This is an optimization exercise on Yosys and OpenROAD, whose aim is small area, a short achievable clock period and few clock cycles per item, not a production implementation.

==> inputs of build 69 <==
Design router_switch, start of the top module:
module router_switch
#(
    parameter ROUTER_WIDTH = 2,
    parameter AURORA_WIDTH = 256
)(
    input clk,
    input rst_n,
    input [ROUTER_WIDTH - 1:0] src_router,
    input empty_input_port_0,
    input [AURORA_WIDTH - 1:0] data_in_port_0,
    output rd_input_port_0,
    input empty_ack_fifo,
    input [AURORA_WIDTH - 1:0] ack_data,
    output rd_ack_fifo,
    input empty_input_port_1,
    input [AURORA_WIDTH - 1:0] data_in_port_1,
    output rd_input_port_1,
    input empty_input_port_2,
    input [AURORA_WIDTH - 1:0] data_in_port_2,
    output rd_input_port_2,
    output we_output_port_0,
    output [AURORA_WIDTH - 1:0] data_out_port_0,
    output we_output_port_1,
    output [AURORA_WIDTH - 1:0] data_out_port_1,
    output we_output_port_2,
    output [AURORA_WIDTH - 1:0] data_out_port_2
);
==> module switch, before the edit <==
module switch
#(
    parameter ROUTER_WIDTH = 2,
    parameter AURORA_WIDTH = 256
)(
    input clk,
    input rst_n,
    input [ROUTER_WIDTH - 1:0] src_router,
    input empty_input_port_0,
    input [AURORA_WIDTH - 1:0] data_in_port_0,
    output rd_input_port_0,
    input empty_ack_fifo,
    input [AURORA_WIDTH - 1:0] ack_data,
    output rd_ack_fifo,
    input empty_input_port_1,
    input [AURORA_WIDTH - 1:0] data_in_port_1,
    output rd_input_port_1,
    input empty_input_port_2,
    input [AURORA_WIDTH - 1:0] data_in_port_2,
    output rd_input_port_2,
    output we_output_port_0,
    output [AURORA_WIDTH - 1:0] data_out_port_0,
    output we_output_port_1,
    output [AURORA_WIDTH - 1:0] data_out_port_1,
    output we_output_port_2,
    output [AURORA_WIDTH - 1:0] data_out_port_2
);
wire [AURORA_WIDTH - 1:0] din [0:3];
assign din[0] = data_in_port_0;
assign din[1] = ack_data;
assign din[2] = data_in_port_1;
assign din[3] = data_in_port_2;
wire [3:0] empty = {empty_input_port_2, empty_input_port_1, empty_ack_fifo, empty_input_port_0};
reg [3:0] held;    
reg [3:0] sel_a;   
reg [3:0] sel_b;   
reg [1:0] ptr;     
reg [3:0] to2, to1;   
reg [3:0] to2_n, to1_n;
always @(*) begin
    case (src_router)
        2'd0: begin to2_n = 4'b0110; to1_n = 4'b1000; end
        2'd1: begin to2_n = 4'b1100; to1_n = 4'b0001; end
        2'd2: begin to2_n = 4'b1001; to1_n = 4'b0010; end
        default: begin to2_n = 4'b0011; to1_n = 4'b0100; end
    endcase
end
wire [3:0] dec [0:3];
wire [3:0] is1, is2;
genvar g;
generate
    for (g = 0; g < 4; g = g + 1) begin : g_route
        dst_decode dec_i (.dst(din[g][3:2]), .dec(dec[g]));
        assign is2[g] = |(to2 & dec[g]);
        assign is1[g] = |(to1 & dec[g]);
    end
endgenerate
wire [3:0] wa  = sel_a & is2;
wire [3:0] wb1 = sel_b & is1;
wire [3:0] wb0 = sel_b & ~is2 & ~is1;
wire [3:0] wr  = wa | wb0 | wb1;
reg  [3:0] rd_tab [0:3];
wire [3:0] rd;
generate
    for (g = 0; g < 4; g = g + 1) begin : g_rd
        assign rd[g] = |(rd_tab[g] & dec[g]);
    end
endgenerate
wire [3:0] to0 = ~to2 & ~to1;
reg we2, we1, we0;
integer m;
always @(*) begin
    we2 = 1'b0; we1 = 1'b0; we0 = 1'b0;
    for (m = 0; m < 4; m = m + 1) begin
        we2 = we2 | |(dec[m] & to2 & {4{sel_a[m]}});
        we1 = we1 | |(dec[m] & to1 & {4{sel_b[m]}});
        we0 = we0 | |(dec[m] & to0 & {4{sel_b[m]}});
    end
end
assign rd_input_port_0 = rd[0];
assign rd_ack_fifo     = rd[1];
assign rd_input_port_1 = rd[2];
assign rd_input_port_2 = rd[3];
assign we_output_port_2 = we2;
assign we_output_port_0 = we0;
assign we_output_port_1 = we1;
reg [AURORA_WIDTH - 1:0] out_a, out_b;
integer k;
always @(*) begin
    out_a = {AURORA_WIDTH{1'b0}};
    out_b = {AURORA_WIDTH{1'b0}};
    for (k = 0; k < 4; k = k + 1) begin
        out_a = out_a | (din[k] & {AURORA_WIDTH{sel_a[k]}});
        out_b = out_b | (din[k] & {AURORA_WIDTH{sel_b[k]}});
    end
end
assign data_out_port_2 = out_a;
assign data_out_port_0 = out_b;
assign data_out_port_1 = out_b;
wire [3:0] pop  = rd & ~empty;
wire [3:0] kept = held & ~wr;
wire [3:0] held_n = pop | kept;
wire [3:0] cand_a = kept & is2;
wire [3:0] cand_b = kept & ~is2;
function [3:0] pick_first(input [3:0] req, input [1:0] p);
    reg [7:0] d;
    reg [3:0] r, o;
    begin
        d = {req, req} >> p;
        r = d[3:0];
        o = r & ~(r - 4'd1);
        d = {o, o} << p;
        pick_first = d[7:4];
    end
endfunction
function [3:0] pick_last(input [3:0] req, input [1:0] p);
    reg [7:0] d;
    reg [3:0] r, o;
    begin
        d = {req, req} >> p;
        r = d[3:0];
        o = r[3] ? 4'b1000 : r[2] ? 4'b0100 : r[1] ? 4'b0010 : r[0] ? 4'b0001 : 4'b0000;
        d = {o, o} << p;
        pick_last = d[7:4];
    end
endfunction
wire [3:0] next_a = pick_first((|cand_a) ? cand_a : pop, ptr);
wire [3:0] next_b = (|cand_b) ? pick_first(cand_b, ptr) : pick_last(pop, ptr);
always @(posedge clk or negedge rst_n) begin
    if (!rst_n) begin
        held  <= 4'd0;
        sel_a <= 4'd0;
        sel_b <= 4'd0;
        ptr   <= 2'd0;
        for (m = 0; m < 4; m = m + 1) rd_tab[m] <= 4'b1111;
        to2   <= 4'd0;
        to1   <= 4'd0;
    end else begin
        held  <= held_n;
        sel_a <= next_a;
        sel_b <= next_b;
        ptr   <= ptr + 2'd1;
        for (m = 0; m < 4; m = m + 1)
            rd_tab[m] <= {4{~held_n[m]}} | (to2_n & {4{next_a[m]}}) | (~to2_n & {4{next_b[m]}});
        to2   <= to2_n;
        to1   <= to1_n;
    end
end
endmodule
==> module dst_decode, before the edit <==
module dst_decode (
    input [1:0] dst,
    output [3:0] dec
);
assign dec = {dst == 2'd3, dst == 2'd2, dst == 2'd1, dst == 2'd0};
endmodule
export LEC_CHECK = 0
export CAP_MARGIN = 20
export CORE_AREA = 5 5 645 645
export DIE_AREA = 0 0 650 650
export SLEW_MARGIN = 20
export SYNTH_HIERARCHICAL = 1
create_clock -name core_clock -period 5.0 [get_ports {clk}]
standard.sh (not shown) runs the stock make flow with config.mk's settings and CLKGATE_MAP_FILE= SYNTH_SCRIPT=/design/flow/synth_recipe.tcl, a recipe that flattens the netlist after the stock synthesis.
==> flow/flow/run.sh <==
#!/bin/bash
# Own layout flow: the standard ORFS flow with
#  - minimum-size port buffers (every port still gets its own buffer),
#  - pins grouped per data bit, so each bit's mux stays local, and the
#    destination bits grouped with the control pins,
#  - balanced fanout trees for the path-select registers.
set -euo pipefail
here=$(pwd)
export BUFFER_PORTS_ARGS="-buffer_cell sky130_fd_sc_hd__buf_1"
export PRE_IO_PLACEMENT_TCL="$here/flow/pins.tcl"
export PRE_RESIZE_TCL="$here/flow/resize_pre.tcl"
bash standard.sh > "$here/standard.log" 2>&1
==> flow/flow/resize_pre.tcl <==
# Before repair_design: rebuild the select registers' fanout trees.
source [file join [file dirname [info script]] seltree.tcl]
foreach p {a b} {
  for {set i 0} {$i < 4} {incr i} {
    st_build "switch_i.sel_${p}\\\[$i\\\]" 32 sky130_fd_sc_hd__buf_4 4 sky130_fd_sc_hd__buf_8 sky130_fd_sc_hd__buf_16
  }
}
Other scripts of this flow, unchanged in this note and not shown: flow/flow/pins.tcl, flow/flow/seltree.tcl
==> trial 7: changes against build 69 <==
--- a/flow/design.v
+++ b/flow/design.v
@@ -50,7 +50,8 @@
 genvar g;
 generate
     for (g = 0; g < 4; g = g + 1) begin : g_route
-        dst_decode dec_i (.dst(din[g][3:2]), .dec(dec[g]));
+        assign dec[g] = {din[g][3:2] == 2'd3, din[g][3:2] == 2'd2,
+                         din[g][3:2] == 2'd1, din[g][3:2] == 2'd0};
         assign is2[g] = |(to2 & dec[g]);
         assign is1[g] = |(to1 & dec[g]);
     end
@@ -146,12 +147,6 @@
         to1   <= to1_n;
     end
 end
-endmodule
-module dst_decode (
-    input [1:0] dst,
-    output [3:0] dec
-);
-assign dec = {dst == 2'd3, dst == 2'd2, dst == 2'd1, dst == 2'd0};
 endmodule
 module routing_table
 #(
--- a/flow/flow/run.sh
+++ b/flow/flow/run.sh
@@ -7,6 +7,7 @@
 set -euo pipefail
 here=$(pwd)
 export BUFFER_PORTS_ARGS="-buffer_cell sky130_fd_sc_hd__buf_1"
+export IO_PLACER_V="met2 met4"
 export PRE_IO_PLACEMENT_TCL="$here/flow/pins.tcl"
 export PRE_RESIZE_TCL="$here/flow/resize_pre.tcl"
 bash standard.sh > "$here/standard.log" 2>&1
==> flow/flow/resize_pre.tcl (replaced) <==
# Before repair_design: rebuild the select registers' fanout trees.
source [file join [file dirname [info script]] seltree.tcl]
foreach p {a b} {
  for {set i 0} {$i < 4} {incr i} {
    st_build "switch_i.sel_${p}\\\[$i\\\]" 16 sky130_fd_sc_hd__buf_4 4 sky130_fd_sc_hd__buf_8 sky130_fd_sc_hd__buf_16
  }
}
--- a/flow/config.mk
+++ b/flow/config.mk
@@ -6,7 +6,6 @@
 export NUM_CORES = 8
 export LEC_CHECK = 0
 export CAP_MARGIN = 20
-export CORE_AREA = 5 5 645 645
-export DIE_AREA = 0 0 650 650
+export CORE_AREA = 5 5 445 445
+export DIE_AREA = 0 0 450 450
 export SLEW_MARGIN = 20
-export SYNTH_HIERARCHICAL = 1
==> metrics.csv <==
metric;value;unit
#FFs+latches synth;38;
Post-synth EDFFs;0;
Synth Area in XOR/XNOR;0.05840;%
Die Y;450;um
largest cells by area after synthesis;a22oi_1 (51%), nand2_1 (13%), buf_4 (13%), clkbuf_1 (5.6%), dfrtp_1 (3.7%);
row cnt;161;
most frequent cells after synthesis;a22oi_1 (1028), nand2_1 (538), buf_4 (256);
Syn. warnings;2;
synthesized cell area;15000;sq um
die width;450;um
Tool Error;[ERROR PPL-0086] Pin group of size 7 was not assigned.;
Synth top area share;51.46;%
Cells after Synth;2276;
post-synthesis mux area share;2.937;%
Starting Density;7.788;%
outcome;stopped before the end;
Synth Area in Compound Gates;55.13;%
Fail Step;I/O pin placement;
simple-gate area share of the yosys netlist;15.68;%
-- figures above: trial 7

==> metrics.csv <==
metric;value;unit
synthesized cell area;15200;sq um
row cnt;235;
outcome;timing/DRC/antenna clean;
largest cells by area after synthesis;a22oi_1 (52%), nand2_1 (13%), buf_4 (13%), clkbuf_1 (5.4%), dfrtp_1 (3.6%);
Post-synth EDFFs;0;
Starting Density;3.717;%
die width;650;um
Die Y;650;um
Synth top area share;52.40;%
simple-gate area share of the yosys netlist;16.37;%
Synth Area in XOR/XNOR;0;%
-- figures above: build 69

No run of this note included a check of the RTL's function; only the layout flow was run.

## what the ideal ports hide
No port has a modelled driver above. Below, the same layout with a new extraction and two added sets of constraints.
Step 1, drivers: a clkbuf_16 drives clk and a buf_2 each remaining input, both assumed.
Step 2 also shifts input and output timing later by t, the mid clock arrival at the registers, as if the neighbouring blocks saw the same clock.
a / b / c = no drivers / after step 1 / after step 2; a / b = the first two.
run: build 69
t (ns): 0.316
setup slack, ns: 1.320 / 1.293 / 1.293
worst setup path at the end: input to output
cell pins on the clock port's net: 1
After both steps setup and hold are still met in build 69. The setup slack of build 69 moves by -0.027 ns with the drivers and by -0.027 ns with both steps.
